This is an optimization exercise on Yosys and OpenROAD, whose aim is small area, a short achievable clock period and few clock cycles per item, not a production implementation.
At most, simulation tests tie the RTL to the original design; equivalence was not proved.
No functional check of the RTL was part of runs 4 to 6.
Power and IR drop assume default switching activity.

==> design/flow/design.v <==
module cycle_counter (
    input  logic        clk,
    input  logic        load,
    output logic [31:0] cycle_count
);
    always_ff @(posedge clk) begin
        if (load) cycle_count <= 32'd1;
        else      cycle_count <= cycle_count + 32'd1;
    end
endmodule
module filter_config (
    input  logic        clk,         
    input  logic        rst_n,       
    input  logic        cfg_we,      
    input  logic [3:0]  cfg_waddr,   
    input  logic [31:0] cfg_wdata,   
    input  logic [3:0]  cfg_raddr,   
    output logic [31:0] cfg_rdata,   
    output logic [47:0] local_mac,       
    output logic [15:0] ethertype,       
    output logic [7:0]  ip_protocol,     
    output logic [31:0] ip_base,         
    output logic [31:0] ip_mask,         
    output logic [15:0] udp_dst_port     
);
    logic [31:0] mac_lo;     
    logic [15:0] mac_hi;     
    always_ff @(posedge clk or negedge rst_n) begin
        if (!rst_n) begin
            mac_lo         <= 32'hDEADBEEF;   
            mac_hi         <= 16'hCAFE;       
            ethertype      <= 16'h0800;       
            ip_protocol    <= 8'h11;          
            ip_base        <= 32'h0A000100;   
            ip_mask        <= 32'hFFFFFFFC;   
            udp_dst_port   <= 16'd25565;      
        end else if (cfg_we) begin
            case (cfg_waddr)
                4'h0: mac_lo         <= cfg_wdata;            
                4'h1: mac_hi         <= cfg_wdata[15:0];      
                4'h2: ethertype      <= cfg_wdata[15:0];      
                4'h3: ip_protocol    <= cfg_wdata[7:0];       
                4'h4: ip_base        <= cfg_wdata;            
                4'h5: ip_mask        <= cfg_wdata;            
                4'h6: udp_dst_port   <= cfg_wdata[15:0];      
                default: ;                                    
            endcase
        end
    end
    logic [31:0] r01, r23, r45, r67, r03, r47;
    assign r01 = cfg_raddr[0] ? {16'h0, mac_hi} : mac_lo;
    assign r23 = cfg_raddr[0] ? {24'h0, ip_protocol} : {16'h0, ethertype};
    assign r45 = cfg_raddr[0] ? ip_mask : ip_base;
    assign r67 = cfg_raddr[0] ? 32'hDEADBEEF : {16'h0, udp_dst_port};
    assign r03 = cfg_raddr[1] ? r23 : r01;
    assign r47 = cfg_raddr[1] ? r67 : r45;
    assign cfg_rdata = cfg_raddr[3] ? 32'hDEADBEEF : (cfg_raddr[2] ? r47 : r03);
    assign local_mac = {mac_hi, mac_lo};
endmodule
module filter_core(
    input  logic         clk,
    input  logic         rst_n,
    input  logic [255:0] data,
    input  logic         cfg_we,
    input  logic [3:0]   cfg_waddr,
    input  logic [31:0]  cfg_wdata,
    input  logic [3:0]   cfg_raddr,
    output logic [31:0]  cfg_rdata,
    output logic         beat0_ok,
    output logic         beat1_ok
);
    logic [47:0] cfg_local_mac;
    logic [15:0] cfg_ethertype;
    logic [7:0]  cfg_ip_protocol;
    logic [31:0] cfg_ip_base;
    logic [31:0] cfg_ip_mask;
    logic [15:0] cfg_dest_port;
    filter_config my_configuration (
        .clk,
        .rst_n,
        .cfg_we,
        .cfg_waddr,
        .cfg_wdata,
        .cfg_raddr,
        .cfg_rdata,
        .local_mac(cfg_local_mac),
        .ethertype(cfg_ethertype),
        .ip_protocol(cfg_ip_protocol),
        .ip_base(cfg_ip_base),
        .ip_mask(cfg_ip_mask),
        .udp_dst_port(cfg_dest_port)
    );
    assign beat0_ok = (data[47:0]    == cfg_local_mac) &&                     
                      (data[111:96]  == cfg_ethertype) &&                     
                      (data[119:112] == 8'h54) &&                             
                      (data[191:184] == cfg_ip_protocol) &&                   
                      ((data[255:240] & cfg_ip_mask[15:0]) == cfg_ip_base[15:0]);  
    assign beat1_ok = ((data[15:0] & cfg_ip_mask[31:16]) == cfg_ip_base[31:16]) &&  
                      (data[47:32] == cfg_dest_port);                              
endmodule
module header_parser (
    input  logic         clk,
    input  logic         rst_n,
    input  logic  [0:255]  in_data,
    input  logic  [31:0]   in_keep,
    input  logic           in_valid,
    input  logic           in_last,
    output logic  [0:255]  out_data,
    output logic  [0:31]   out_keep,
    output logic           out_valid,
    output logic           out_last,
    output logic           timestamp_valid,
    output logic  [31:0]   timestamp,
    input  logic           out_ready,
    output logic           in_ready,
    input  logic           cfg_we,
    input  logic  [3:0]    cfg_waddr,
    input  logic  [31:0]   cfg_wdata,
    input  logic  [3:0]    cfg_raddr,
    output logic  [31:0]   cfg_rdata
);
    localparam [31:0] HEADER_KEEP = 32'h0000_03FF;    
    typedef enum logic [2:0] {
        IDLE,     
        HDR1,     
        HDR1_OK,  
        HDR1_NG,  
        STREAM,   
        DROP      
    } parse_state;
    parse_state state, state_next;
    logic free, pass, b1;
    logic [255:0] d;
    assign d = in_data;
    logic beat0_ok, beat1_ok;
    filter_core my_filter_core (
        .clk,
        .rst_n,
        .data(d),
        .cfg_we,
        .cfg_waddr,
        .cfg_wdata,
        .cfg_raddr,
        .cfg_rdata,
        .beat0_ok,
        .beat1_ok
    );
    logic in_accept;
    assign in_accept = in_valid && in_ready;
    assign in_ready  = free || (pass && out_ready);
    assign out_valid = in_valid && pass;
    assign out_data  = in_data;
    assign out_keep  = b1 ? (in_keep & ~HEADER_KEEP) : in_keep;
    assign out_last  = in_last;
    always_comb begin
        state_next = state;
        case (state)
            IDLE:    if (in_accept) state_next = in_last ? IDLE : (beat0_ok ? HDR1 : DROP);
            HDR1:    if (in_valid)  state_next = (beat1_ok && !in_last) ? HDR1_OK : HDR1_NG;
            HDR1_OK: if (in_accept) state_next = STREAM;    
            HDR1_NG: if (in_accept) state_next = in_last ? IDLE : DROP;
            default: if (in_accept && in_last) state_next = IDLE;
        endcase
    end
    always_ff @(posedge clk or negedge rst_n) begin
        if (!rst_n) begin
            state           <= IDLE;
            free            <= 1'b1;
            pass            <= 1'b0;
            b1              <= 1'b0;
            timestamp_valid <= 1'b0;
        end else begin
            state           <= state_next;
            free            <= (state_next == IDLE) || (state_next == HDR1_NG) || (state_next == DROP);
            pass            <= (state_next == HDR1_OK) || (state_next == STREAM);
            b1              <= (state_next == HDR1_OK);
            timestamp_valid <= in_accept && in_last && (state == STREAM);
        end
    end
    cycle_counter timestamper (
        .clk,
        .load(in_accept && state == IDLE),
        .cycle_count(timestamp)
    );
endmodule
==> design/flow/flow/run.sh <==
#!/bin/bash
cp standard.sh standard_sh.txt
export BUFFER_PORTS_ARGS="-buffer_cell sky130_fd_sc_hd__buf_1"
bash standard.sh IO_CONSTRAINTS=$PWD/flow/io.tcl > standard.log 2>&1
==> design/flow/flow/io.tcl <==
# Keep the configuration read port together so the read mux sits next to its pins.
set_io_pin_constraint -group -pin_names {cfg_raddr[0] cfg_raddr[1] cfg_raddr[2] cfg_raddr[3] cfg_rdata[0] cfg_rdata[1] cfg_rdata[2] cfg_rdata[3] cfg_rdata[4] cfg_rdata[5] cfg_rdata[6] cfg_rdata[7] cfg_rdata[8] cfg_rdata[9] cfg_rdata[10] cfg_rdata[11] cfg_rdata[12] cfg_rdata[13] cfg_rdata[14] cfg_rdata[15] cfg_rdata[16] cfg_rdata[17] cfg_rdata[18] cfg_rdata[19] cfg_rdata[20] cfg_rdata[21] cfg_rdata[22] cfg_rdata[23] cfg_rdata[24] cfg_rdata[25] cfg_rdata[26] cfg_rdata[27] cfg_rdata[28] cfg_rdata[29] cfg_rdata[30] cfg_rdata[31]}
==> design/flow/standard.sh <==
#!/bin/bash
# synth_recipe.tcl (not shown) runs the flow's synth.tcl, then flattens the netlist and writes it again
# the make line also repeats each setting of config.mk as NAME=value (left out here)
make -C /OpenROAD-flow-scripts/flow DESIGN_CONFIG=/design/flow/config.mk WORK_HOME=/design/flow/orfs CLKGATE_MAP_FILE= SYNTH_SCRIPT=/design/flow/synth_recipe.tcl "${@:-finish}"
==> design/flow/config.mk <==
export PLATFORM = sky130hd
export DESIGN_NAME = header_parser
export DESIGN_NICKNAME = header_parser
export VERILOG_FILES = /design/flow/design.v
export SDC_FILE = /design/flow/constraint.sdc
export NUM_CORES = 4
export LEC_CHECK = 0
export CAP_MARGIN = 20
export CORE_MARGIN = 2
export CORE_UTILIZATION = 25
export CTS_CLUSTER_SIZE = 30
export PLACE_DENSITY = 0.5
export SETUP_SLACK_MARGIN = 2.0
export SLEW_MARGIN = 20
==> design/flow/constraint.sdc <==
create_clock -name core_clock -period 5.0 [get_ports {clk}]
set_input_delay 1.0000 -clock core_clock [delete_from_list [all_inputs] [get_ports {clk}]]
set_output_delay 1.0000 -clock core_clock [all_outputs]
set_load 0.01 [all_outputs]
==> results by group, run 1 <==
Status
  • Run status: timing/DRC/antenna clean

Logic synthesis
  • Synth Area per Inst: 10.3 um2
  • #FFs+latches synth: 191
  • Post-synthesis async set-or-reset flop share: 83.2%
  • Synth Flop Type: dfstp_2
  • Synth Instances: 1209
  • Post-synthesis cell type count: 64
  • Synth top area cells: dfstp_2 (17%), buf_4 (17%), dfrtp_1 (15%)
  • Area share of the largest cell type after synthesis: 17.3%
  • Area leader, netlist: dfstp_2
  • YS warnings: 3
  • Number of flops mapped to enable cells by yosys: 0
  • Sequential area share after synthesis: 37.9%
  • Synthesized net count: 1544
  • Cell Area, Synth: 12500 um2

Critical path
  • CP endpoint kind: output port
  • Crit-path max cell delay: 0.51 ns
  • Crit path launch: cfg_raddr[0]
  • Critical-path top delay cell: mux4_2
  • Buffers & Inverters on Critical Path: 3
  • Crit start category: primary input
  • Worst R2R Start: my_filter_core.my_configuration.ip_mask[5]
  • Worst setup path class: primary input to output port
  • Largest delay share family, worst path: multiplexers
  • Register-to-Register Path Depth: 7
  • CP max FO: 13
  • R2R Path End: free
  • Reg2reg setup slack: 2.19 ns
  • Data required time of the worst path: 4.00 ns
  • CP cell instances: clkbuf_16, buf_8, mux4_2, nor2_1, a21oi_1, or2_4, buf_1
  • Critical Path AT: 2.37 ns

Global route
  • Largest net degree at the start of global routing: 160
  • GR Overflow Total: 0
  • Vias in the first global route: 9176
  • First-pass GRT wire length: 82200 um
  • Initial antenna violation count: 6
  • Global-route usage over all layers: 23.9%

Finish
  • FILL cells: 5247
  • Leading cell types in the layout, fill and taps excluded: buf_1 (298), mux2_2 (168), dfstp_2 (82)
  • Non-filler instance count after layout: 1942
  • Layout cell share with drive strength beyond 1: 33.9%
  • Synth-to-layout area growth: 9.83%
  • Most common cell after layout, fill and taps aside: buf_1
  • Fin util: 27.9%
  • Nets: 1598

Die
  • Die height: 227 um
  • Initial core utilization: 25.4%
  • Die area: 51600 um2
  • Core region area: 49100 um2
  • DIE WIDTH: 227 um
  • Rows: 81
  • Ports: 690

Timing
  • Post-route clock period utilization: 67.5%
  • Final setup viols: 0
  • Worst-Margin Slew: 1.04 ns
  • Fmax: 296 MHz
  • Normalized max-slew margin: 30.7%
  • Final hold viol count: 0
  • Setup_tns: 0 ns
  • RSZ-0062 raised after global routing: true
  • Max Slew Vio Count: 0
  • Setup Skew: 0.0120 ns
  • Fin crit period: 3.37 ns

Route
  • DR pass1 iterations: 5
  • Routed Antenna Nets: 0
  • Vias per cell: 4.88
  • Routed wire per std cell: 32.7 um
  • DRC viols: 0
  • Initial DRC count: 699
  • Final wirelength: 63500 um
  • Via count: 9478

Hold path
  • Worst Hold Endpoint: timestamper.cycle_count[0]
  • Min-delay src: timestamper.cycle_count[0]
  • HP Class: flip-flop to flip-flop
  • WHS Path Cells: 1

Clock network
  • Clk Latency, worst-skew pair: 0.47 ns
  • Root Driver: clkbuf_16
  • CTS Sinks: 191
  • CTS max path bufs: 2
  • Clock slew seen by the registers of the worst setup and hold paths: 0.07 ns
  • Total CTS buffers: 17
  • H-tree depth: 4
  • TritonCTS clock tree: done

Power and ir drop
  • Logic pwr share: 31.3%
  • NetSw: 2.21 mW
  • Clock power frac: 24.0%
  • Switching part of the total: 37.4%
  • Pleak: 5.12 nW
  • Worst VDD drop: 0.000253 V
  • P_int: 3.70 mW
  • Register share of total power: 44.7%
  • PwrDens: 432 nW/um2

Placement
  • Buffers on Ports: 325
  • Placed Cells: 1895
  • RePlAce Congestion: 0.893
  • Hpwl dp: 52200 um

Run
  • Maxcap violations: 0
-- state kept, by name, indices dropped and copies added, names as in the netlist --
signal,flops
my_filter_core.my_configuration.mac_lo,32
my_filter_core.my_configuration.ip_mask,32
timestamper.cycle_count,32
my_filter_core.my_configuration.ip_protocol,8
free,1
pass,1
my_filter_core.my_configuration.ethertype,16
my_filter_core.my_configuration.ip_base,32
my_filter_core.my_configuration.mac_hi,16
my_filter_core.my_configuration.udp_dst_port,16
state,3
timestamp_valid,1
b1,1
-- power by group through the flow --
stage | Combinational [mW] | Sequential (mW) | Clock (mW)
final | 1.85 | 2.64 | 1.42
after detailed placement | 1.74 | 2.64 | 0
after global routing | 1.99 | 2.69 | 1.50
after floorplan | 1.25 | 2.51 | 0
after CTS | 1.83 | 2.62 | 1.44
after global placement | 1.73 | 2.61 | 0
-- worst max path at each step --
| stage | end | slack (ns) | cells past startpoint |
|---|---|---|---|
| after CTS | cfg_rdata[14] | 1.64 | 8 |
| final | cfg_rdata[6] | 1.63 | 7 |
| after detailed placement | cfg_rdata[14] | 0.94 | 8 |
| after global routing | cfg_rdata[6] | 1.60 | 7 |
| after floorplan | cfg_rdata[10] | 1.95 | 6 |
| after global placement | cfg_rdata[1] | 0.94 | 7 |
-- what timing repair did --
| item | in CTS | in global routing |
|---|---|---|
| pin swaps | 9 | 6 |
| setup endpoints to repair | 33 | 34 |
| gates resized for setup | 95 | 48 |
| hold buffers | 0 | 0 |
| setup buffers | 7 | 2 |
| cloned | 2 | 1 |
-- routing by layer --
layer	vias up	GRT usage, %	share of wire, %
li1	4004	-	-
met3	112	18.8	19
met2	665	35.9	44
met5	-	3.23	0.34
met1	4685	24.8	34
met4	12	8.48	3.2
-- Yosys cell counts, drive strengths merged, types with 2 or more instances --
master / n
mux2: 169
a2111oi: 4
o22ai: 20
and2: 7
mux4: 8
xnor2: 68
a21boi: 3
dfxtp: 32
nand3b: 3
o21ai: 20
and4: 2
a221oi: 6
nor4: 12
nand4: 19
nand2: 44
a31oi: 4
xor2: 64
dfrtp: 77
nor3b: 3
a21oi: 34
nor2: 89
or2: 13
buf: 291
nor4b: 2
a211oi: 4
inv: 9
and3b: 2
clkbuf: 26
nor3: 12
mux2i: 18
dfstp: 82
and3: 12
o2111ai: 6
nor2b: 13
a21o: 3
or3: 3
nand3: 14
-- logic make-up (layout without fill, tap and decap cells) --
group                    after synthesis  after routing  synth area share (%)
flip-flops                           191            191                  37.9
adder cells (fa/ha/maj)                1              1                 0.100
XOR/XNOR                             132            132                  9.34
AO/OA/AOI/OAI                        111            111                  5.85
buffers and inverters                327            393                  18.3
AND/OR/NAND/NOR                      252            253                  10.3
other                                  0              2                     0
multiplexers                         195            195                  18.2
-- worst register-to-register path, cell delays in order, from the launching register on --
cell and delay (ns):
dfstp_2 0.54, nand2_1 0.12, a2111oi_1 0.97, nand4_1 0.17, nor3_1 0.40, a31oi_4 0.21
xor2_1 0.18, o22ai_1 0.15
-- per-stage QoR --
| stage | area [um2] | power [mW] | setup slack, ns | hold WS [ns] |
|---|---|---|---|---|
| floorplan | 12500 | 3.75 | 1.95 | 0.442 |
| global placement | 12400 | 4.34 | 0.937 | 0.411 |
| detailed placement | 12400 | 4.38 | 0.943 | 0.426 |
| CTS | 13500 | 5.89 | 1.64 | 0.446 |
| global route | 13700 | 6.18 | 1.60 | 0.460 |
| finish | 13700 | 5.90 | 1.63 | 0.440 |
-- area by class of cell --
type                    count  area (um2)  share of cell area [%]
multi-input cells         692        5850                    42.8
flip-flops and latches    191        4720                    34.5
repair buffers            351        1640                    12.0
well taps                 664         831                    6.07
clock buffers              21         450                    3.29
clock inverters            11         128                   0.933
inverters                  10        48.8                   0.357
diodes                      2        5.00                  0.0366
Testbench counts, summed over its fixed seeds: cycles 28,240, packets 2,400.
==> run 2: changes to the inputs <==
--- a/design/flow/config.mk
+++ b/design/flow/config.mk
@@ -9,6 +9,5 @@
 export CORE_MARGIN = 2
 export CORE_UTILIZATION = 25
-export CTS_CLUSTER_SIZE = 30
-export PLACE_DENSITY = 0.5
+export PLACE_DENSITY = 0.8
 export SETUP_SLACK_MARGIN = 2.0
 export SLEW_MARGIN = 20
==> results by group, run 2 <==
Status
  • Run status: timing/DRC/antenna clean (unchanged)

Clock network
  • CTS Sinks: 191 (unchanged)
  • Post-CTS Hold Fix Bufs: 0 (unchanged)
  • Clock slew seen by the registers of the worst setup and hold paths: 0.08 ns (was 0.07 ns)
  • Clk Latency, worst-skew pair: 0.44 ns (was 0.47 ns)
  • H-tree depth: 4 (unchanged)
  • Root Driver: clkbuf_16 (unchanged)
  • TritonCTS clock tree: done (unchanged)
  • CTS max path bufs: 2 (unchanged)
  • Total CTS buffers: 17 (unchanged)

Logic synthesis
  • Cell Area, Synth: 12500 um2 (unchanged)
  • Synth cell count leaders: buf_4 (279), mux2_2 (168), nor2_1 (89) (unchanged)
  • Compound-Gate Fraction of Synth Area: 5.85% (unchanged)
  • #FFs+latches synth: 191 (unchanged)
  • Mux share of post-synthesis cell area: 18.2% (unchanged)
  • Post-synthesis cell type count: 64 (unchanged)
  • Post-synthesis async set-or-reset flop share: 83.2% (unchanged)
  • Post-Synth Adder-Cell Area: 0.100% (unchanged)
  • Post-synthesis simple-gate area fraction: 10.3% (unchanged)
  • Sequential area share after synthesis: 37.9% (unchanged)
  • Synth Instances: 1209 (unchanged)
  • Synth Area per Inst: 10.3 um2 (unchanged)
  • Synth top area cells: dfstp_2 (17%), buf_4 (17%), dfrtp_1 (15%) (unchanged)
  • Top-count cell post-synth: buf_4 (unchanged)
  • Largest family of logic cells by synthesized area: buffers and inverters (unchanged)
  • Area leader, netlist: dfstp_2 (unchanged)
  • Synthesized net count: 1544 (unchanged)
  • Number of flops mapped to enable cells by yosys: 0 (unchanged)
  • Area share of the largest cell type after synthesis: 17.3% (unchanged)
  • YS warnings: 3 (unchanged)
  • Synth Flop Type: dfstp_2 (unchanged)
  • Post-Synth XOR/XNOR Area: 9.34% (unchanged)

Die
  • Die height: 227 um (unchanged)
  • Die area: 51600 um2 (unchanged)
  • Core region area: 49100 um2 (unchanged)
  • Rows: 81 (unchanged)
  • Initial core utilization: 25.4% (unchanged)
  • Ports: 690 (unchanged)
  • DIE WIDTH: 227 um (unchanged)

Timing
  • Post-route clock period utilization: 68.1% (was 67.5%)
  • Setup WS post-layout: 1.59 ns (was 1.63 ns)
  • Setup Skew: 0.0115 ns (was 0.0120 ns)
  • Fmax: 294 MHz (was 296 MHz)
  • Setup_tns: 0 ns (unchanged)
  • Normalized max-slew margin: 21.1% (was 30.7%)
  • Fin crit period: 3.41 ns (was 3.37 ns)
  • Final setup viols: 0 (unchanged)
  • Max Slew Vio Count: 0 (unchanged)
  • Final hold viol count: 0 (unchanged)
  • Worst-Margin Slew: 1.18 ns (was 1.04 ns)
  • RSZ-0062 raised after global routing: true (unchanged)

Global route
  • Vias in the first global route: 9694 (was 9176)
  • Global-route usage over all layers: 24.5% (was 23.9%)
  • Largest net degree at the start of global routing: 68 (was 160)
  • Initial antenna violation count: 8 (was 6)
  • First-pass GRT wire length: 85300 um (was 82200 um)
  • GR Overflow Total: 0 (unchanged)

Route
  • Initial DRC count: 1109 (was 699)
  • Vias per cell: 5.20 (was 4.88)
  • Final wirelength: 66600 um (was 63500 um)
  • DRC viols: 0 (unchanged)
  • Routed wire per std cell: 34.0 um (was 32.7 um)
  • Routed Antenna Nets: 0 (unchanged)
  • Via count: 10200 (was 9478)
  • DR pass1 iterations: 5 (unchanged)

Placement
  • Place WS: 1.22 ns (was 0.943 ns)
  • Hpwl dp: 55200 um (was 52200 um)
  • Buffers on Ports: 325 (unchanged)
  • RePlAce Congestion: 0.991 (was 0.893)
  • Placed Cells: 1893 (was 1895)

Finish
  • Leading cell types in the layout, fill and taps excluded: buf_1 (297), mux2_2 (167), nor2_1 (83) (was buf_1 (298), mux2_2 (168), dfstp_2 (82))
  • Layout cell share with drive strength beyond 1: 33.3% (was 33.9%)
  • Most common cell after layout, fill and taps aside: buf_1 (unchanged)
  • Fin util: 28.4% (was 27.9%)
  • Nets: 1609 (was 1598)
  • Synth-to-layout area growth: 11.7% (was 9.83%)
  • Non-filler instance count after layout: 1956 (was 1942)

Power and ir drop
  • Worst VDD drop: 0.000190 V (was 0.000253 V)
  • PwrDens: 432 nW/um2 (about the same)
  • Pleak: 5.22 nW (was 5.12 nW)

Critical path
  • Buffers & Inverters on Critical Path: 6 (was 3)
  • Crit start category: primary input (unchanged)
  • Critical Path AT: 2.41 ns (was 2.37 ns)
  • CP max FO: 5 (was 13)
  • CP endpoint kind: output port (unchanged)
  • CP dominant cell by count: buf_4
  • CP cell instances: clkbuf_16, buf_4, clkinvlp_4, buf_4, buf_4, o22ai_1, nor2_1, a21oi_1, a211oi_2, buf_2 (was clkbuf_16, buf_8, mux4_2, nor2_1, a21oi_1, or2_4, buf_1)
  • Crit-path max cell delay: 0.31 ns (was 0.51 ns)
  • Largest delay share family, worst path: buffers and inverters (was multiplexers)
  • Worst setup path class: primary input to output port (unchanged)
  • Critical-path top delay cell: a211oi_2 (was mux4_2)
  • Data required time of the worst path: 4.00 ns (about the same)

Run
  • Maxcap violations: 0 (unchanged)

Hold path
  • HP Class: flip-flop to flip-flop (unchanged)
==> run 2: cell counts after synthesis <==
Identical to the previous run, type by type.
==> run 2: cells by family after synthesis <==
logic type,Yosys count
AO/OA/AOI/OAI,111
multiplexers,195
XOR/XNOR,132
flip-flops,191
adder cells (fa/ha/maj),1
AND/OR/NAND/NOR,252
buffers and inverters,327
==> run 2: power breakdown <==
part	switching, mW	internal [mW]
Sequential	0.589	2.10
Clock	0.744	0.693
Combinational	1.03	0.857
Total	2.37	3.65
==> run 2: final cells by class <==
class,instances,area [um2]
fillers,5081,35100
multi-input cells,692,5820
flip-flops and latches,191,4720
repair buffers,362,1860
well taps,664,831
clock buffers,17,425
clock inverters,15,204
inverters,10,41.3
diodes,5,12.5
==> run 2: worst register-to-register path: stages, from the launching register on <==
cell and delay, ns:
dfstp_2 0.58, nand2_1 0.16, a2111oi_1 0.75, nand4_1 0.19
nor3_2 0.46, a31oi_4 0.20, xor2_1 0.18, o22ai_1 0.14
==> run 2: path summary, 6_finish.rpt <==
check                      slack (ns)                                  startpoint                                    endpoint  cells after the start
max                              1.59                                cfg_raddr[0]                               cfg_rdata[14]                     10
min                              0.45                  timestamper.cycle_count[0]                  timestamper.cycle_count[0]                      1
max reg2reg                      2.27  my_filter_core.my_configuration.ip_mask[5]                                        free                      7
min reg2reg                      0.45                  timestamper.cycle_count[0]                  timestamper.cycle_count[0]                      1
max in group asynchronous        3.21                                       rst_n  my_filter_core.my_configuration.mac_lo[19]                      2
min in group asynchronous        0.71                                       rst_n  my_filter_core.my_configuration.ip_base[5]                      1
==> run 2: through the flow <==
stage	total power, mW	hold slack (ns)	instance area [um2]
after global placement	4.34	0.419	12400
after floorplan	3.75	0.442	12500
after global routing	6.25	0.479	13900
after detailed placement	4.41	0.425	12400
after CTS	5.91	0.444	13500
final	6.02	0.453	13900
==> run 2: metal layers <==
| metal | vias up | GRT usage (%) | routed length (um) |
|---|---|---|---|
| met3 | 203 | 18.8 | 13800 |
| met1 | 4911 | 24.3 | 19900 |
| met2 | 1027 | 37.9 | 28900 |
| li1 | 4019 | - | - |
| met4 | 8 | 10.5 | 3640 |
| met5 | - | 3.89 | 328 |
==> run 2: what timing repair did <==
item	in CTS	in global routing
setup endpoints to repair	35	34
cloned	4	2
pin swaps	15	15
resized for setup	96	52
setup buffers	8	12
==> run 3: changes to the inputs <==
--- a/design/flow/config.mk
+++ b/design/flow/config.mk
@@ -9,5 +9,5 @@
 export CORE_MARGIN = 2
 export CORE_UTILIZATION = 25
-export PLACE_DENSITY = 0.8
-export SETUP_SLACK_MARGIN = 2.0
+export PLACE_DENSITY = 0.5
+export SETUP_SLACK_MARGIN = 2.5
 export SLEW_MARGIN = 20
==> results by group, run 3 <==
Status
  • Run status: timing/DRC/antenna clean (unchanged)

Finish
  • Most common cell after layout, fill and taps aside: buf_1 (unchanged)
  • Post-route cell area: 14100 um2 (was 13900 um2)
  • Synth-to-layout area growth: 13.6% (was 11.7%)
  • Leading cell types in the layout, fill and taps excluded: buf_1 (254), mux2_2 (156), dfstp_2 (82) (was buf_1 (297), mux2_2 (167), nor2_1 (83))
  • Layout cell share with drive strength beyond 1: 39.2% (was 33.3%)
  • Nets: 1610 (was 1609)
  • Non-filler instance count after layout: 1954 (was 1956)

Logic synthesis
  • Top-count cell post-synth: buf_4 (unchanged)
  • Cell Area, Synth: 12500 um2 (unchanged)
  • Synth Instances: 1209 (unchanged)
  • Post-Synth XOR/XNOR Area: 9.34% (unchanged)
  • Mux share of post-synthesis cell area: 18.2% (unchanged)
  • Synth top area cells: dfstp_2 (17%), buf_4 (17%), dfrtp_1 (15%) (unchanged)
  • Number of flops mapped to enable cells by yosys: 0 (unchanged)
  • Synth Area per Inst: 10.3 um2 (unchanged)
  • Synth Flop Type: dfstp_2 (unchanged)
  • Synth cell count leaders: buf_4 (279), mux2_2 (168), nor2_1 (89) (unchanged)
  • Post-synthesis cell type count: 64 (unchanged)
  • #FFs+latches synth: 191 (unchanged)
  • Synthesized net count: 1544 (unchanged)
  • YS warnings: 3 (unchanged)
  • Largest family of logic cells by synthesized area: buffers and inverters (unchanged)
  • Compound-Gate Fraction of Synth Area: 5.85% (unchanged)
  • Area share of the largest cell type after synthesis: 17.3% (unchanged)
  • Sequential area share after synthesis: 37.9% (unchanged)
  • Post-Synth Adder-Cell Area: 0.100% (unchanged)
  • Area leader, netlist: dfstp_2 (unchanged)
  • Post-synthesis async set-or-reset flop share: 83.2% (unchanged)
  • Post-synthesis simple-gate area fraction: 10.3% (unchanged)

Timing
  • Worst-Margin Slew: 1.12 ns (was 1.18 ns)
  • Normalized max-slew margin: 25.4% (was 21.1%)
  • Final hold viol count: 0 (unchanged)
  • Fmax: 294 MHz (about the same)
  • Fin crit period: 3.41 ns (about the same)
  • Setup WS post-layout: 1.59 ns (about the same)
  • Setup Skew: 0.0115 ns (about the same)
  • Max Slew Vio Count: 0 (unchanged)
  • Final setup viols: 0 (unchanged)
  • Post-route clock period utilization: 68.1% (about the same)
  • Setup_tns: 0 ns (unchanged)
  • RSZ-0062 raised after global routing: true (unchanged)

Critical path
  • Worst setup path class: primary input to output port (unchanged)
  • Critical Path AT: 2.41 ns (about the same)
  • Crit start category: primary input (unchanged)
  • CP max FO: 6 (was 5)
  • CP endpoint kind: output port (unchanged)
  • Data required time of the worst path: 4.00 ns (about the same)

Power and ir drop
  • Switching part of the total: 38.2% (was 39.3%)
  • Pleak: 5.48 nW (was 5.22 nW)
  • Clock power frac: 23.6% (was 23.9%)
  • Logic pwr share: 33.3% (was 31.4%)
  • P_int: 3.78 mW (was 3.65 mW)
  • Register share of total power: 43.1% (was 44.7%)
  • NetSw: 2.34 mW (was 2.37 mW)
  • Worst VDD drop: 0.000286 V (was 0.000190 V)
  • PwrDens: 433 nW/um2 (was 432 nW/um2)

Clock network
  • CTS max path bufs: 2 (unchanged)
  • Clock slew seen by the registers of the worst setup and hold paths: 0.08 ns (about the same)
  • Root Driver: clkbuf_16 (unchanged)
  • Total CTS buffers: 17 (unchanged)
  • CTS Sinks: 191 (unchanged)
  • TritonCTS clock tree: done (unchanged)
  • Clk Latency, worst-skew pair: 0.48 ns (was 0.44 ns)
  • Post-CTS Hold Fix Bufs: 0 (unchanged)
  • H-tree depth: 4 (unchanged)

Die
  • Die height: 227 um (unchanged)
  • Rows: 81 (unchanged)
  • Core region area: 49100 um2 (unchanged)
  • DIE WIDTH: 227 um (unchanged)
  • Initial core utilization: 25.4% (unchanged)
  • Ports: 690 (unchanged)
  • Die area: 51600 um2 (unchanged)

Placement
  • Placed Cells: 1894 (was 1893)
  • DP Area: 12600 um2 (was 12400 um2)
  • Place WS: 1.25 ns (was 1.22 ns)
  • Hpwl dp: 51000 um (was 55200 um)
  • Buffers on Ports: 325 (unchanged)
  • RePlAce Congestion: 0.914 (was 0.991)

Route
  • Initial DRC count: 688 (was 1109)
  • Final wirelength: 62200 um (was 66600 um)
  • Routed wire per std cell: 31.8 um (was 34.0 um)
  • Routed Antenna Nets: 0 (unchanged)
  • DRC viols: 0 (unchanged)
  • DR pass1 iterations: 5 (unchanged)
  • Vias per cell: 4.83 (was 5.20)
  • Via count: 9437 (was 10200)

Global route
  • First-pass GRT wire length: 81200 um (was 85300 um)
  • Global-route usage over all layers: 23.5% (was 24.5%)
  • Largest net degree at the start of global routing: 91 (was 68)
  • GR Overflow Total: 0 (unchanged)
  • Vias in the first global route: 9106 (was 9694)
  • Initial antenna violation count: 3 (was 8)

Run
  • Maxcap violations: 0 (unchanged)

Hold path
  • HP Class: flip-flop to flip-flop (unchanged)
==> run 3: cell count changes in the layout (fill, tap and decap cells not counted), moves of 7 or more <==
cell	before	now
buf_2	7	45
mux2_4	1	12
nor2b_1	13	3
o21ai_2	0	11
mux2_2	167	156
nor2b_4	0	10
o21ai_4	11	0
buf_1	297	254
a21oi_2	4	11
a21oi_1	30	22
==> run 3: worst max-delay path, cell delays in order <==
cell and delay, ns:
clkbuf_16 0.16, buf_12 0.14, mux4_2 0.51, nor2_2 0.11
a21oi_2 0.05, or2_4 0.29, buf_6 0.13
==> run 3: power by group through the flow <==
stage	clock network (mW)	logic [mW]	registers, mW
floorplan	0	1.28	2.51
global placement	0	1.80	2.64
detailed placement	0	1.82	2.65
CTS	1.48	1.97	2.63
global route	1.54	2.20	2.70
finish	1.44	2.04	2.64
==> run 3: stage by stage <==
stage | power, mW | util [%] | hold slack, ns
after floorplan | 3.79 | - | 0.442
after global placement | 4.44 | 25.6 | 0.429
after detailed placement | 4.47 | 25.7 | 0.442
after CTS | 6.08 | 28.2 | 0.461
after global routing | 6.44 | 28.8 | 0.495
final | 6.12 | 28.8 | 0.464
==> run 3: final timing paths <==
kind                            depth (start not counted)  slack [ns]                                   startpoint                                          end
worst min-delay path                                    1        0.46                   timestamper.cycle_count[0]                   timestamper.cycle_count[0]
worst max register to register                          7        2.65  my_filter_core.my_configuration.ip_mask[11]                                         free
worst max-delay path                                    7        1.59                                 cfg_raddr[0]                                 cfg_rdata[2]
min in group asynchronous                               1        0.66                                        rst_n  my_filter_core.my_configuration.ip_base[12]
worst min register to register                          1        0.46                   timestamper.cycle_count[0]                   timestamper.cycle_count[0]
max in group asynchronous                               2        3.28                                        rst_n  my_filter_core.my_configuration.ip_base[25]
==> run 3: layer usage <==
metal  global-route usage, %  up-vias  part of all wire, %  routed length (um)
met2                    36.6      669                   46               28500
met5                    3.98        -                 0.51                 315
li1                        -     4033                    -                   -
met4                    5.50       12                  2.2                1350
met3                    17.6       95                   18               11100
met1                    24.8     4628                   34               21000
==> run 3: cell type report <==
class,instances,area [um2]
multi-input combinational,691,6000
timing repair buffer,364,1930
tap,664,831
antenna,2,5.00
clock buffer,20,489
fill,5153,34900
inverter,10,53.8
clock inverter,12,114
sequential,191,4730
==> run 3: repair_timing <==
action                                 in CTS  in global routing
setup buffers                              18                  3
setup endpoints to repair                  62                 47
cloned                                      4                  1
resized for setup                         131                 66
pin swaps                                  18                 26
endpoints found under the hold margin       0                  0
==> run 3: cell families (layout without fill, tap and decap cells) <==
| group | count (synthesis) | count (layout) |
|---|---|---|
| other | 0 | 2 |
| and+or+nand+nor | 252 | 252 |
| AOI/OAI and AO/OA | 111 | 111 |
| DFF | 191 | 191 |
| buffers and inverters | 327 | 406 |
| adders and majority gates | 1 | 1 |
| xor gates and xnor gates | 132 | 132 |
| muxes | 195 | 195 |
==> run 4: changes to the inputs <==
--- a/design/flow/design.v
+++ b/design/flow/design.v
@@ -121,9 +121,7 @@
 );
     localparam [31:0] HEADER_KEEP = 32'h0000_03FF;    
-    typedef enum logic [2:0] {
+    typedef enum logic [1:0] {
         IDLE,     
         HDR1,     
-        HDR1_OK,  
-        HDR1_NG,  
         STREAM,   
         DROP      
@@ -148,6 +146,6 @@
     logic in_accept;
     assign in_accept = in_valid && in_ready;
-    assign in_ready  = free || (pass && out_ready);
-    assign out_valid = in_valid && pass;
+    assign in_ready  = free || out_ready;
+    assign out_valid = in_valid && (pass || (b1 && beat1_ok && !in_last));
     assign out_data  = in_data;
     assign out_keep  = b1 ? (in_keep & ~HEADER_KEEP) : in_keep;
@@ -157,7 +155,5 @@
         case (state)
             IDLE:    if (in_accept) state_next = in_last ? IDLE : (beat0_ok ? HDR1 : DROP);
-            HDR1:    if (in_valid)  state_next = (beat1_ok && !in_last) ? HDR1_OK : HDR1_NG;
-            HDR1_OK: if (in_accept) state_next = STREAM;    
-            HDR1_NG: if (in_accept) state_next = in_last ? IDLE : DROP;
+            HDR1:    if (in_accept) state_next = in_last ? IDLE : (beat1_ok ? STREAM : DROP);
             default: if (in_accept && in_last) state_next = IDLE;
         endcase
@@ -172,7 +168,7 @@
         end else begin
             state           <= state_next;
-            free            <= (state_next == IDLE) || (state_next == HDR1_NG) || (state_next == DROP);
-            pass            <= (state_next == HDR1_OK) || (state_next == STREAM);
-            b1              <= (state_next == HDR1_OK);
+            free            <= (state_next == IDLE) || (state_next == DROP);
+            pass            <= (state_next == STREAM);
+            b1              <= (state_next == HDR1);
             timestamp_valid <= in_accept && in_last && (state == STREAM);
         end
==> results by group, run 4 <==
Status
  • Run status: timing/DRC/antenna clean (unchanged)

Timing
  • Worst-Margin Slew: 1.09 ns (was 1.12 ns)
  • Setup_tns: 0 ns (unchanged)
  • Setup Skew: 0.0121 ns (was 0.0115 ns)
  • RSZ-0062 raised after global routing: true (unchanged)
  • Fmax: 274 MHz (was 294 MHz)
  • Max Slew Vio Count: 0 (unchanged)
  • Final hold viol count: 0 (unchanged)
  • Final setup viols: 0 (unchanged)
  • Post-route clock period utilization: 73.0% (was 68.1%)
  • Normalized max-slew margin: 27.5% (was 25.4%)
  • Fin crit period: 3.65 ns (was 3.41 ns)
  • Setup WS post-layout: 1.35 ns (was 1.59 ns)

Logic synthesis
  • Cell Area, Synth: 12500 um2 (about the same)
  • YS warnings: 3 (unchanged)
  • Synthesized net count: 1554 (was 1544)
  • Synth top area cells: dfstp_2 (17%), buf_4 (17%), mux2_2 (15%) (was dfstp_2 (17%), buf_4 (17%), dfrtp_1 (15%))
  • Area leader, netlist: dfstp_2 (unchanged)
  • Post-Synth Adder-Cell Area: 0.301% (was 0.100%)
  • Post-Synth XOR/XNOR Area: 7.81% (was 9.34%)
  • Post-synthesis async set-or-reset flop share: 83.2% (about the same)
  • Number of flops mapped to enable cells by yosys: 0 (unchanged)
  • Sequential area share after synthesis: 37.7% (was 37.9%)
  • Top-count cell post-synth: buf_4 (unchanged)
  • #FFs+latches synth: 190 (was 191)
  • Synth Flop Type: dfstp_2 (unchanged)
  • Post-synthesis cell type count: 54 (was 64)
  • Synth cell count leaders: buf_4 (279), mux2_2 (169), dfstp_2 (82) (was buf_4 (279), mux2_2 (168), nor2_1 (89))
  • Post-synthesis simple-gate area fraction: 10.7% (was 10.3%)
  • Mux share of post-synthesis cell area: 18.2% (about the same)
  • Area share of the largest cell type after synthesis: 17.3% (about the same)
  • Compound-Gate Fraction of Synth Area: 6.89% (was 5.85%)
  • Synth Instances: 1217 (was 1209)
  • Synth Area per Inst: 10.2 um2 (was 10.3 um2)
  • Largest family of logic cells by synthesized area: buffers and inverters (unchanged)

Route
  • Routed wire per std cell: 31.6 um (was 31.8 um)
  • Via count: 9746 (was 9437)
  • DR pass1 iterations: 5 (unchanged)
  • Vias per cell: 4.94 (was 4.83)
  • Routed Antenna Nets: 0 (unchanged)
  • Final wirelength: 62400 um (was 62200 um)
  • DRC viols: 0 (unchanged)
  • Initial DRC count: 654 (was 688)

Critical path
  • CP max FO: 3 (was 6)
  • Reg2reg setup slack: 2.49 ns (was 2.65 ns)
  • Register-to-Register Path Depth: 6 (was 7)
  • Data required time of the worst path: 4.00 ns (about the same)
  • Critical Path AT: 2.65 ns (was 2.41 ns)
  • Worst R2R Start: my_filter_core.my_configuration.ip_mask[19] (was my_filter_core.my_configuration.ip_mask[11])
  • R2R Path End: b1 (was free)
  • Worst setup path class: primary input to output port (unchanged)
  • Crit start category: primary input (unchanged)
  • CP endpoint kind: output port (unchanged)

Placement
  • RePlAce Congestion: 0.872 (was 0.914)
  • Place WS: 0.800 ns (was 1.25 ns)
  • Hpwl dp: 50300 um (was 51000 um)
  • Buffers on Ports: 325 (unchanged)

Die
  • DIE WIDTH: 227 um (about the same)
  • Core region area: 49100 um2 (unchanged)
  • Initial core utilization: 25.4% (about the same)
  • Die height: 227 um (about the same)
  • Die area: 51600 um2 (about the same)
  • Ports: 690 (unchanged)
  • Rows: 81 (unchanged)

Global route
  • Initial antenna violation count: 3 (unchanged)
  • GR Overflow Total: 0 (unchanged)
  • First-pass GRT wire length: 80700 um (was 81200 um)
  • Vias in the first global route: 9371 (was 9106)
  • Global-route usage over all layers: 23.2% (was 23.5%)
  • Largest net degree at the start of global routing: 71 (was 91)

Power and ir drop
  • PwrDens: 365 nW/um2 (was 433 nW/um2)
  • Worst VDD drop: 0.000297 V (was 0.000286 V)
  • Pleak: 5.75 nW (was 5.48 nW)

Clock network
  • H-tree depth: 4 (unchanged)
  • CTS Sinks: 190 (was 191)
  • Total CTS buffers: 17 (unchanged)
  • Clock slew seen by the registers of the worst setup and hold paths: 0.08 ns (about the same)
  • Root Driver: clkbuf_16 (unchanged)
  • Clk Latency, worst-skew pair: 0.47 ns (was 0.48 ns)
  • TritonCTS clock tree: done (unchanged)
  • Post-CTS Hold Fix Bufs: 0 (unchanged)
  • CTS max path bufs: 2 (unchanged)

Finish
  • Synth-to-layout area growth: 20.8% (was 13.6%)
  • Most common cell after layout, fill and taps aside: buf_1 (unchanged)
  • Layout cell share with drive strength beyond 1: 43.4% (was 39.2%)
  • Leading cell types in the layout, fill and taps excluded: buf_1 (255), mux2_2 (155), dfstp_2 (82) (was buf_1 (254), mux2_2 (156), dfstp_2 (82))
  • Nets: 1632 (was 1610)

Run
  • Maxcap violations: 0 (unchanged)

Hold path
  • WHS Path Cells: 1 (unchanged)
  • Min-delay src: timestamper.cycle_count[0] (unchanged)
  • Worst Hold Endpoint: timestamper.cycle_count[0] (unchanged)
  • HP Class: flip-flop to flip-flop (unchanged)
## run 4: metrics by stage
stage / std cells / util [%] / hold slack [ns] / power (mW) / cell area [um2]
after floorplan: 1217 / - / 0.452 / 3.38 / 13000
after global placement: 1904 / 26.0 / 0.460 / 3.75 / 12700
after detailed placement: 1906 / 26.0 / 0.470 / 3.77 / 12800
after CTS: 1962 / 29.8 / 0.447 / 5.43 / 14600
after global routing: 1972 / 30.7 / 0.480 / 5.72 / 15000
final: 1974 / 30.7 / 0.447 / 5.50 / 15000
## run 4: area by class of cell
type | count | area (um2)
inverters | 10 | 48.8
flip-flops and latches | 190 | 4700
clock inverters | 14 | 155
repair buffers | 379 | 2310
fillers | 5132 | 34000
diodes | 2 | 5.00
well taps | 664 | 831
multi-input cells | 697 | 6550
clock buffers | 18 | 439
## run 4: logic make-up after synthesis
family / after synthesis
AND/OR/NAND/NOR: 248
adder cells (fa/ha/maj): 3
buffers and inverters: 331
AO/OA/AOI/OAI: 139
XOR/XNOR: 111
flip-flops: 190
multiplexers: 195
## run 4: how the worst max path moves through the flow
stage	cells past startpoint	slack (ns)	start	endpoint
after CTS	7	1.39	in_data[252]	out_valid
after floorplan	5	1.91	in_data[255]	out_valid
final	8	1.35	in_data[220]	out_valid
after global routing	8	1.32	in_data[220]	out_valid
after detailed placement	7	0.80	in_data[216]	out_valid
after global placement	7	0.78	in_data[223]	out_valid
## run 4: power breakdown
part / switching [mW] / leakage, nW / internal [mW]
sequential: 0.404 / 2.05 / 1.99
combinational: 0.845 / 3.41 / 0.822
clock: 0.717 / 0.287 / 0.721
## run 4: what timing repair did
item,4_1_cts,5_1_grt
endpoints found under the setup margin,72,42
pin swaps,51,33
cloned,7,1
resized for setup,242,78
buffers inserted,17,9
## run 4: per-layer routing
layer | wire length [um] | global-route usage (%) | share of wire, % | vias to the layer above
met5 | 193 | 2.75 | 0.31 | -
li1 | - | - | - | 4143
met3 | 9070 | 14.5 | 15 | 106
met4 | 2190 | 8.83 | 3.5 | 6
met1 | 21600 | 23.9 | 35 | 4883
met2 | 29400 | 37.9 | 47 | 608
## run 4: critical path, cell delays in order
cell and delay (ns):
buf_12 0.11, xor2_4 0.18, nor4_4 0.34, nand4_1 0.16, buf_6 0.17, nor4_4 0.36
o21a_1 0.20, buf_2 0.14
==> run 5: changes to the inputs <==
--- a/design/flow/config.mk
+++ b/design/flow/config.mk
@@ -6,4 +6,5 @@
 export NUM_CORES = 4
 export LEC_CHECK = 0
+export ABC_AREA = 1
 export CAP_MARGIN = 20
 export CORE_MARGIN = 2
==> results by group, run 5 <==
Status
  • Run status: timing/DRC/antenna clean (unchanged)

Clock network
  • Clk Latency, worst-skew pair: 0.48 ns (was 0.47 ns)
  • H-tree depth: 4 (unchanged)
  • Root Driver: clkbuf_16 (unchanged)
  • Post-CTS Hold Fix Bufs: 0 (unchanged)
  • TritonCTS clock tree: done (unchanged)
  • Clock slew seen by the registers of the worst setup and hold paths: 0.08 ns (about the same)
  • Total CTS buffers: 17 (unchanged)
  • CTS Sinks: 190 (unchanged)
  • CTS max path bufs: 2 (unchanged)

Finish
  • Synth-to-layout area growth: 19.8% (was 20.8%)
  • Layout cell share with drive strength beyond 1: 23.4% (was 43.4%)
  • N_diodes: 0 (was 2)
  • Leading cell types in the layout, fill and taps excluded: nand2_1 (439), buf_1 (235), inv_1 (200) (was buf_1 (255), mux2_2 (155), dfstp_2 (82))
  • Fin util: 30.2% (was 30.7%)
  • FILL cells: 5725 (was 5132)
  • Most common cell after layout, fill and taps aside: nand2_1 (was buf_1)
  • Nets: 2262 (was 1632)

Logic synthesis
  • Area share of the largest cell type after synthesis: 16.4% (was 17.3%)
  • Cell Area, Synth: 13200 um2 (was 12500 um2)
  • Synthesized net count: 2187 (was 1554)
  • Synth Area per Inst: 7.12 um2 (was 10.2 um2)
  • YS warnings: 3 (unchanged)
  • Post-synthesis cell type count: 45 (was 54)
  • Synth Instances: 1850 (was 1217)
  • Post-synthesis async set-or-reset flop share: 83.2% (unchanged)
  • Top-count cell post-synth: nand2_1 (was buf_4)
  • #FFs+latches synth: 190 (unchanged)
  • Synth cell count leaders: nand2_1 (459), buf_4 (280), o21ai_0 (222) (was buf_4 (279), mux2_2 (169), dfstp_2 (82))
  • Area leader, netlist: dfstp_2 (unchanged)
  • Number of flops mapped to enable cells by yosys: 0 (unchanged)
  • Synth top area cells: dfstp_2 (16%), buf_4 (16%), dfrtp_1 (14%) (was dfstp_2 (17%), buf_4 (17%), mux2_2 (15%))
  • Sequential area share after synthesis: 35.7% (was 37.7%)
  • Synth Flop Type: dfstp_2 (unchanged)

Hold path
  • Min-delay src: my_filter_core.my_configuration.ip_base[12] (was timestamper.cycle_count[0])
  • HP Class: flip-flop to flip-flop (unchanged)
  • Worst Hold Endpoint: my_filter_core.my_configuration.ip_base[12] (was timestamper.cycle_count[0])
  • WHS Path Cells: 2 (was 1)

Critical path
  • Crit start category: primary input (unchanged)
  • Worst R2R Start: my_filter_core.my_configuration.mac_hi[0] (was my_filter_core.my_configuration.ip_mask[19])
  • CP max FO: 3 (unchanged)
  • R2R Path End: free (was b1)
  • Critical Path AT: 2.32 ns (was 2.65 ns)
  • Reg2reg setup slack: 2.76 ns (was 2.49 ns)
  • Register-to-Register Path Depth: 10 (was 6)
  • CP endpoint kind: output port (unchanged)
  • Data required time of the worst path: 4.00 ns (about the same)
  • Worst setup path class: primary input to output port (unchanged)

Run
  • Maxcap violations: 0 (unchanged)

Timing
  • Fmax: 301 MHz (was 274 MHz)
  • Worst-Margin Slew: 1.03 ns (was 1.09 ns)
  • Final hold viol count: 0 (unchanged)
  • Max Slew Vio Count: 0 (unchanged)
  • Fin crit period: 3.32 ns (was 3.65 ns)
  • RSZ-0062 raised after global routing: true (unchanged)
  • Setup_tns: 0 ns (unchanged)
  • Post-route clock period utilization: 66.4% (was 73.0%)
  • Final setup viols: 0 (unchanged)
  • Setup Skew: 0.0130 ns (was 0.0121 ns)
  • Normalized max-slew margin: 31.3% (was 27.5%)

Power and ir drop
  • Clock power frac: 26.0% (was 26.2%)
  • Logic pwr share: 31.4% (was 30.3%)
  • PwrDens: 349 nW/um2 (was 365 nW/um2)
  • P_int: 3.28 mW (was 3.53 mW)
  • Switching part of the total: 40.5% (was 35.8%)
  • NetSw: 2.23 mW (was 1.97 mW)
  • Pleak: 6.71 nW (was 5.75 nW)
  • Register share of total power: 42.5% (was 43.5%)
  • Worst VDD drop: 0.000263 V (was 0.000297 V)

Global route
  • Largest net degree at the start of global routing: 68 (was 71)
  • First-pass GRT wire length: 93700 um (was 80700 um)
  • Vias in the first global route: 11800 (was 9371)
  • GR Overflow Total: 0 (unchanged)
  • Global-route usage over all layers: 24.9% (was 23.2%)
  • Initial antenna violation count: 1 (was 3)

Die
  • Die area: 54500 um2 (was 51600 um2)
  • DIE WIDTH: 234 um (was 227 um)
  • Core region area: 52300 um2 (was 49100 um2)
  • Ports: 690 (unchanged)
  • Initial core utilization: 25.2% (was 25.4%)
  • Rows: 84 (was 81)
  • Die height: 234 um (was 227 um)

Route
  • Initial DRC count: 953 (was 654)
  • Routed Antenna Nets: 0 (unchanged)
  • Final wirelength: 70200 um (was 62400 um)
  • Vias per cell: 4.80 (was 4.94)
  • DR pass1 iterations: 8 (was 5)
  • Routed wire per std cell: 26.7 um (was 31.6 um)
  • Via count: 12600 (was 9746)
  • DRC viols: 0 (unchanged)

Placement
  • Hpwl dp: 55600 um (was 50300 um)
  • Buffers on Ports: 325 (unchanged)
  • RePlAce Congestion: 0.907 (was 0.872)
## run 5: layout make-up
class	count	area (um2)	area share (%)
repair inverters	8	87.6	0.555
clock inverters	13	119	0.753
flip-flops and latches	190	4700	29.8
multi-input cells	1108	6300	39.9
inverters	216	878	5.57
well taps	688	861	5.45
repair buffers	384	2380	15.1
clock buffers	19	464	2.94
## run 5: timing repair
action,in CTS,in global routing
gates cloned,15,1
setup endpoints to repair,56,45
setup buffers,27,11
pin swaps,38,44
gates resized for setup,301,115
## run 5: how the worst max path moves through the flow
stage / startpoint / end / slack (ns) / cells past startpoint
after floorplan: cfg_raddr[0] / cfg_rdata[16] / 2.20 / 7
after global placement: cfg_raddr[0] / cfg_rdata[6] / 1.15 / 6
after detailed placement: cfg_raddr[0] / cfg_rdata[6] / 1.13 / 6
after CTS: in_data[210] / out_valid / 1.70 / 9
after global routing: in_data[251] / out_valid / 1.62 / 10
final: in_data[209] / out_valid / 1.68 / 8
## run 5: logic make-up (layout without fill, tap and decap cells)
family / after synthesis / count (layout) / share of synthesized area, %
buffers and inverters: 552 / 640 / 23.8
AND/OR/NAND/NOR: 722 / 722 / 23.0
flip-flops: 190 / 190 / 35.7
XOR/XNOR: 63 / 63 / 4.19
AO/OA/AOI/OAI: 320 / 320 / 13.1
adder cells (fa/ha/maj): 3 / 3 / 0.285
## run 5: critical path: stages
cell and delay [ns]:
buf_2 0.15, xor2_2 0.17, nor3_2 0.23, nand2_2 0.11, nor2_4 0.25, nand3_4 0.11, a21boi_2 0.16, buf_6 0.13
## run 5: power by group through the flow
stage               logic [mW]  clock network (mW)  registers, mW
global placement          1.44                   0           2.33
finish                    1.73                1.43           2.34
floorplan                 1.11                   0           2.17
detailed placement        1.45                   0           2.33
CTS                       1.65                1.46           2.33
global route              1.90                1.51           2.37
## run 5: stage by stage
stage | cell area [um2] | power [mW] | hold slack (ns) | cells | setup WS (ns)
2_1_floorplan | 13400 | 3.28 | 0.453 | 1850 | 2.20
3_5_place_dp | 13200 | 3.78 | 0.474 | 2540 | 1.13
6_report | 15800 | 5.51 | 0.493 | 2626 | 1.68
4_1_cts | 15300 | 5.43 | 0.493 | 2614 | 1.70
5_1_grt | 15800 | 5.78 | 0.512 | 2626 | 1.62
3_3_place_gp | 13200 | 3.77 | 0.464 | 2540 | 1.15
## run 5: layer usage
metal / vias to the layer above / part of all wire (%) / wire length (um) / GRT usage, %
met3: 141 / 11 / 7980 / 10.3
met5: - / 0 / 0 / 0
met4: 0 / 4.5 / 3150 / 10.8
li1: 5716 / - / - / -
met2: 744 / 48 / 33500 / 41.7
met1: 6012 / 36 / 25500 / 27.6
==> run 6: changes to the inputs <==
==> design/flow/flow/run.sh (replaced) <==
#!/bin/bash
set -euo pipefail
cp standard.sh standard_sh.txt
export BUFFER_PORTS_ARGS="-buffer_cell sky130_fd_sc_hd__buf_1"
ARGS="IO_CONSTRAINTS=$PWD/flow/io.tcl"
bash standard.sh $ARGS synth > synth.log 2>&1
R=$PWD/orfs/results/$FLOW_PLATFORM/header_parser/base
cp $R/1_2_yosys.v standard_synth.v
LIB=$FLOW_HOME/platforms/$FLOW_PLATFORM/lib/sky130_fd_sc_hd__tt_025C_1v80.lib \
IN=$PWD/standard_synth.v OUT=$PWD/remapped.v TOP=$FLOW_TOP ABC_SCRIPT=$PWD/flow/remap.abc \
  yosys -c flow/remap.tcl > remap.log 2>&1
cp remapped.v $R/1_2_yosys.v
rm -f $R/1_synth.odb $R/1_synth.sdc
bash standard.sh $ARGS > standard.log 2>&1
==> design/flow/flow/remap.abc (new file) <==
strash
dch
map -D 1200
buffer -p
upsize -D 1200
dnsize -D 1200
==> design/flow/flow/remap.tcl (new file) <==
# Re-map the combinational logic of the standard synthesis netlist with ABC
# (delay-targeted map, then sizing). Flip-flops are kept as they are: the
# flip-flop cells are read as black boxes, so their instances, names and
# types do not change. Run by yosys -c with LIB, IN and OUT in the environment.
yosys read_liberty -ignore_miss_func $::env(LIB)
yosys read_verilog $::env(IN)
yosys hierarchy -top $::env(TOP)
yosys blackbox sky130_fd_sc_hd__df*
yosys flatten
yosys rename -hide w:_*_.*
yosys opt_clean
yosys cd $::env(TOP)
yosys abc -liberty $::env(LIB) -dont_use sky130_fd_sc_hd__probe_p_8 -dont_use sky130_fd_sc_hd__probec_p_8 -dont_use sky130_fd_sc_hd__lpflow_bleeder_1 -dont_use sky130_fd_sc_hd__lpflow_clkbufkapwr_1 -dont_use sky130_fd_sc_hd__lpflow_clkbufkapwr_16 -dont_use sky130_fd_sc_hd__lpflow_clkbufkapwr_2 -dont_use sky130_fd_sc_hd__lpflow_clkbufkapwr_4 -dont_use sky130_fd_sc_hd__lpflow_clkbufkapwr_8 -dont_use sky130_fd_sc_hd__lpflow_clkinvkapwr_1 -dont_use sky130_fd_sc_hd__lpflow_clkinvkapwr_16 -dont_use sky130_fd_sc_hd__lpflow_clkinvkapwr_2 -dont_use sky130_fd_sc_hd__lpflow_clkinvkapwr_4 -dont_use sky130_fd_sc_hd__lpflow_clkinvkapwr_8 -dont_use sky130_fd_sc_hd__lpflow_decapkapwr_12 -dont_use sky130_fd_sc_hd__lpflow_decapkapwr_3 -dont_use sky130_fd_sc_hd__lpflow_decapkapwr_4 -dont_use sky130_fd_sc_hd__lpflow_decapkapwr_6 -dont_use sky130_fd_sc_hd__lpflow_decapkapwr_8 -dont_use sky130_fd_sc_hd__lpflow_inputiso0n_1 -dont_use sky130_fd_sc_hd__lpflow_inputiso0p_1 -dont_use sky130_fd_sc_hd__lpflow_inputiso1n_1 -dont_use sky130_fd_sc_hd__lpflow_inputiso1p_1 -dont_use sky130_fd_sc_hd__lpflow_inputisolatch_1 -dont_use sky130_fd_sc_hd__lpflow_isobufsrc_1 -dont_use sky130_fd_sc_hd__lpflow_isobufsrc_16 -dont_use sky130_fd_sc_hd__lpflow_isobufsrc_2 -dont_use sky130_fd_sc_hd__lpflow_isobufsrc_4 -dont_use sky130_fd_sc_hd__lpflow_isobufsrc_8 -dont_use sky130_fd_sc_hd__lpflow_isobufsrckapwr_16 -dont_use sky130_fd_sc_hd__lpflow_lsbuf_lh_hl_isowell_tap_1 -dont_use sky130_fd_sc_hd__lpflow_lsbuf_lh_hl_isowell_tap_2 -dont_use sky130_fd_sc_hd__lpflow_lsbuf_lh_hl_isowell_tap_4 -dont_use sky130_fd_sc_hd__lpflow_lsbuf_lh_isowell_4 -dont_use sky130_fd_sc_hd__lpflow_lsbuf_lh_isowell_tap_1 -dont_use sky130_fd_sc_hd__lpflow_lsbuf_lh_isowell_tap_2 -dont_use sky130_fd_sc_hd__lpflow_lsbuf_lh_isowell_tap_4  -script $::env(ABC_SCRIPT)
yosys opt_clean -purge
yosys stat -liberty $::env(LIB)
yosys cd
yosys select $::env(TOP)
yosys write_verilog -noattr -selected $::env(OUT)
--- a/design/flow/config.mk
+++ b/design/flow/config.mk
@@ -6,9 +6,8 @@
 export NUM_CORES = 4
 export LEC_CHECK = 0
-export ABC_AREA = 1
 export CAP_MARGIN = 20
 export CORE_MARGIN = 2
 export CORE_UTILIZATION = 25
 export PLACE_DENSITY = 0.5
-export SETUP_SLACK_MARGIN = 2.5
+export SETUP_SLACK_MARGIN = 2.0
 export SLEW_MARGIN = 20
==> results by group, run 6 <==
Placement
  • Place WS: 0.948 ns (was 1.13 ns)
  • Hpwl dp: 46500 um (was 55600 um)
  • Placed Cells: 2052 (was 2540)
  • RePlAce Congestion: 0.957 (was 0.907)
  • DP Area: 11900 um2 (was 13200 um2)
  • Buffers on Ports: 325 (unchanged)

Run
  • Maxcap violations: 0 (unchanged)

Status
  • Run status: timing/DRC/antenna clean (unchanged)

Timing
  • Worst-Margin Slew: 0.801 ns (was 1.03 ns)
  • Setup Skew: 0.0124 ns (was 0.0130 ns)
  • Fin crit period: 3.48 ns (was 3.32 ns)
  • Final setup viols: 0 (unchanged)
  • RSZ-0062 raised after global routing: true (unchanged)
  • Normalized max-slew margin: 46.5% (was 31.3%)
  • Min Hold Slack: 0.496 ns (was 0.493 ns)
  • Final hold viol count: 0 (unchanged)
  • Max Slew Vio Count: 0 (unchanged)
  • Setup_tns: 0 ns (unchanged)
  • Setup WS post-layout: 1.52 ns (was 1.68 ns)
  • Fmax: 287 MHz (was 301 MHz)
  • Post-route clock period utilization: 69.6% (was 66.4%)

Power and ir drop
  • PwrDens: 380 nW/um2 (was 349 nW/um2)
  • Pwr Total: 5.20 mW (was 5.51 mW)
  • Pleak: 5.64 nW (was 6.71 nW)
  • Worst VDD drop: 0.000271 V (was 0.000263 V)

Route
  • Routed Antenna Nets: 0 (unchanged)
  • Vias per cell: 5.27 (was 4.80)
  • Routed wire per std cell: 28.2 um (was 26.7 um)
  • Via count: 11100 (was 12600)
  • DRC viols: 0 (unchanged)
  • Initial DRC count: 1168 (was 953)
  • DR pass1 iterations: 8 (unchanged)
  • Final wirelength: 59600 um (was 70200 um)

Critical path
  • Crit start category: primary input (unchanged)
  • Worst setup path class: primary input to output port (unchanged)
  • CP max FO: 3 (unchanged)
  • Critical-path top delay cell: nor4_4 (was nor2_4)
  • Critical Path AT: 2.48 ns (was 2.32 ns)
  • Data required time of the worst path: 4.00 ns (about the same)
  • CP endpoint kind: output port (unchanged)
  • Crit-path max cell delay: 0.31 ns (was 0.25 ns)
  • CP cell instances: buf_1, buf_6, xnor2_2, nand4_1, nor4_4, and3_4, nand4_1, nand2_1, buf_6 (was buf_2, xor2_2, nor3_2, nand2_2, nor2_4, nand3_4, a21boi_2, buf_6)

Finish
  • Area of the multi-input gates: 5230 um2 (was 6300 um2)
  • Leading cell types in the layout, fill and taps excluded: buf_1 (268), nand2_1 (198), nor2_1 (141) (was nand2_1 (439), buf_1 (235), inv_1 (200))
  • Most common cell after layout, fill and taps aside: buf_1 (was nand2_1)
  • Register Area: 4700 um2 (about the same)
  • N_diodes: 0 (unchanged)
  • Layout cell share with drive strength beyond 1: 20.8% (was 23.4%)
  • Nets: 1910 (was 2262)
  • Post-route cell area: 13700 um2 (was 15800 um2)
  • Synth-to-layout area growth: 37.2% (was 19.8%)
  • Fin util: 34.6% (was 30.2%)
  • Non-filler instance count after layout: 2114 (was 2626)
  • FILL cells: 4122 (was 5725)

Die
  • DIE WIDTH: 204 um (was 234 um)
  • Ports: 690 (unchanged)
  • Rows: 73 (was 84)
  • Die area: 41500 um2 (was 54500 um2)
  • Initial core utilization: 25.2% (about the same)
  • Die height: 204 um (was 234 um)
  • Core region area: 39500 um2 (was 52300 um2)

Clock network
  • Post-CTS Hold Fix Bufs: 0 (unchanged)
  • H-tree depth: 4 (unchanged)
  • CTS max path bufs: 2 (unchanged)
  • Root Driver: clkbuf_16 (unchanged)
  • Total CTS buffers: 17 (unchanged)
  • Clk Latency, worst-skew pair: 0.47 ns (was 0.48 ns)
  • Clock slew seen by the registers of the worst setup and hold paths: 0.07 ns (was 0.08 ns)
  • TritonCTS clock tree: done (unchanged)
  • CTS Sinks: 190 (unchanged)

Logic synthesis
  • YS warnings: 3 (unchanged)
  • Synthesized net count: 1561 (was 2187)
  • Cell Area, Synth: 9970 um2 (was 13200 um2)
  • Synth Area per Inst: 8.13 um2 (was 7.12 um2)
  • Synth Instances: 1227 (was 1850)

Global route
  • First-pass GRT wire length: 79700 um (was 93700 um)
  • Initial antenna violation count: 0 (was 1)
  • Largest net degree at the start of global routing: 129 (was 68)
  • GR Overflow Total: 0 (unchanged)
  • Vias in the first global route: 10100 (was 11800)
  • Global-route usage over all layers: 28.0% (was 24.9%)

Hold path
  • HP Class: flip-flop to flip-flop (unchanged)
## run 6: final timing paths
kind,start,endpoint,slack [ns],depth (start not counted)
worst max-delay path,in_data[217],out_valid,1.52,9
worst min-delay path,timestamper.cycle_count[13],timestamper.cycle_count[13],0.50,1
worst max register to register,my_filter_core.my_configuration.ip_mask[14],pass,2.35,6
worst min register to register,timestamper.cycle_count[13],timestamper.cycle_count[13],0.50,1
max in group asynchronous,rst_n,my_filter_core.my_configuration.udp_dst_port[10],3.39,2
min in group asynchronous,rst_n,timestamp_valid,0.52,1
## run 6: power breakdown
part / internal, mW / total (mW) / switching, mW / leakage, nW
clock: 0.712 / 1.36 / 0.648 / 0.289
sequential: 1.97 / 2.42 / 0.447 / 2.08
combinational: 0.563 / 1.42 / 0.858 / 3.28
## run 6: layer usage
layer  global-route usage (%)  part of all wire, %  vias to the layer above  routed length [um]
li1                         -                    -                     4820                   -
met1                     35.2                   39                     5229               23500
met2                     35.9                   39                      901               23000
met3                     15.4                   15                      179                8800
met4                     16.9                  6.5                        8                3860
met5                     9.17                 0.82                        -                 489
## run 6: worst max-delay path, delay by kind of cell
kind,cells,cell delay (ns)
xor gates and xnor gates,1,0.11
buffers and inverters,3,0.35
and+or+nand+nor,5,1.00
## run 6: repair_timing
action	CTS	global route
setup buffers	9	10
hold endpoints to repair	0	0
gates cloned	9	2
pin swaps	32	37
setup endpoints to repair	35	35
resized for setup	200	63
## run 6: area by class of cell
type                            count  share of cell area (%)
Clock buffer                       21                    3.60
Clock inverter                     11                   0.540
Multi-Input combinational cell    881                    38.2
Timing Repair inverter              2                   0.119
Inverter                          110                    3.22
Sequential cell                   190                    34.3
Tap cell                          525                    4.80
Timing Repair Buffer              374                    15.2

==> what the ideal ports hide <==
No port has a modelled driver above. Below, the same layouts with a new extraction and two added sets of constraints. Step 1 assumes that a clkbuf_16 drives the clock port and a buf_2 every other input. Step 2 times the ports against the registers' clock, not the clock port: input delays grow and output delays shrink by t, the midpoint of the rising clock arrivals with the driver on. a / b / c = ideal ports / drivers / drivers and shift; a / b = the first two.
run | shift t [ns] | slack for setup (ns) | clock arrival spread, ns | pins driven straight from the clock port
run 1 | 0.518 | 1.626 / 1.572 / 1.572 | 0.017 / 0.017 | 1
run 2 | 0.492 | 1.594 / 1.473 / 1.473 | 0.017 / 0.018 | 1
run 3 | 0.532 | 1.595 / 1.535 / 1.535 | 0.015 / 0.015 | 1
run 4 | 0.517 | 1.348 / 1.297 / 1.297 | 0.021 / 0.020 | 1
run 5 | 0.522 | 1.682 / 1.646 / 1.646 | 0.017 / 0.018 | 1
run 6 | 0.508 | 1.521 / 1.499 / 1.499 | 0.019 / 0.019 | 1
After both steps setup and hold are still met in every run listed. The setup slack of run 2, which loses most, moves by -0.121 ns with the drivers and by -0.121 ns with both steps.
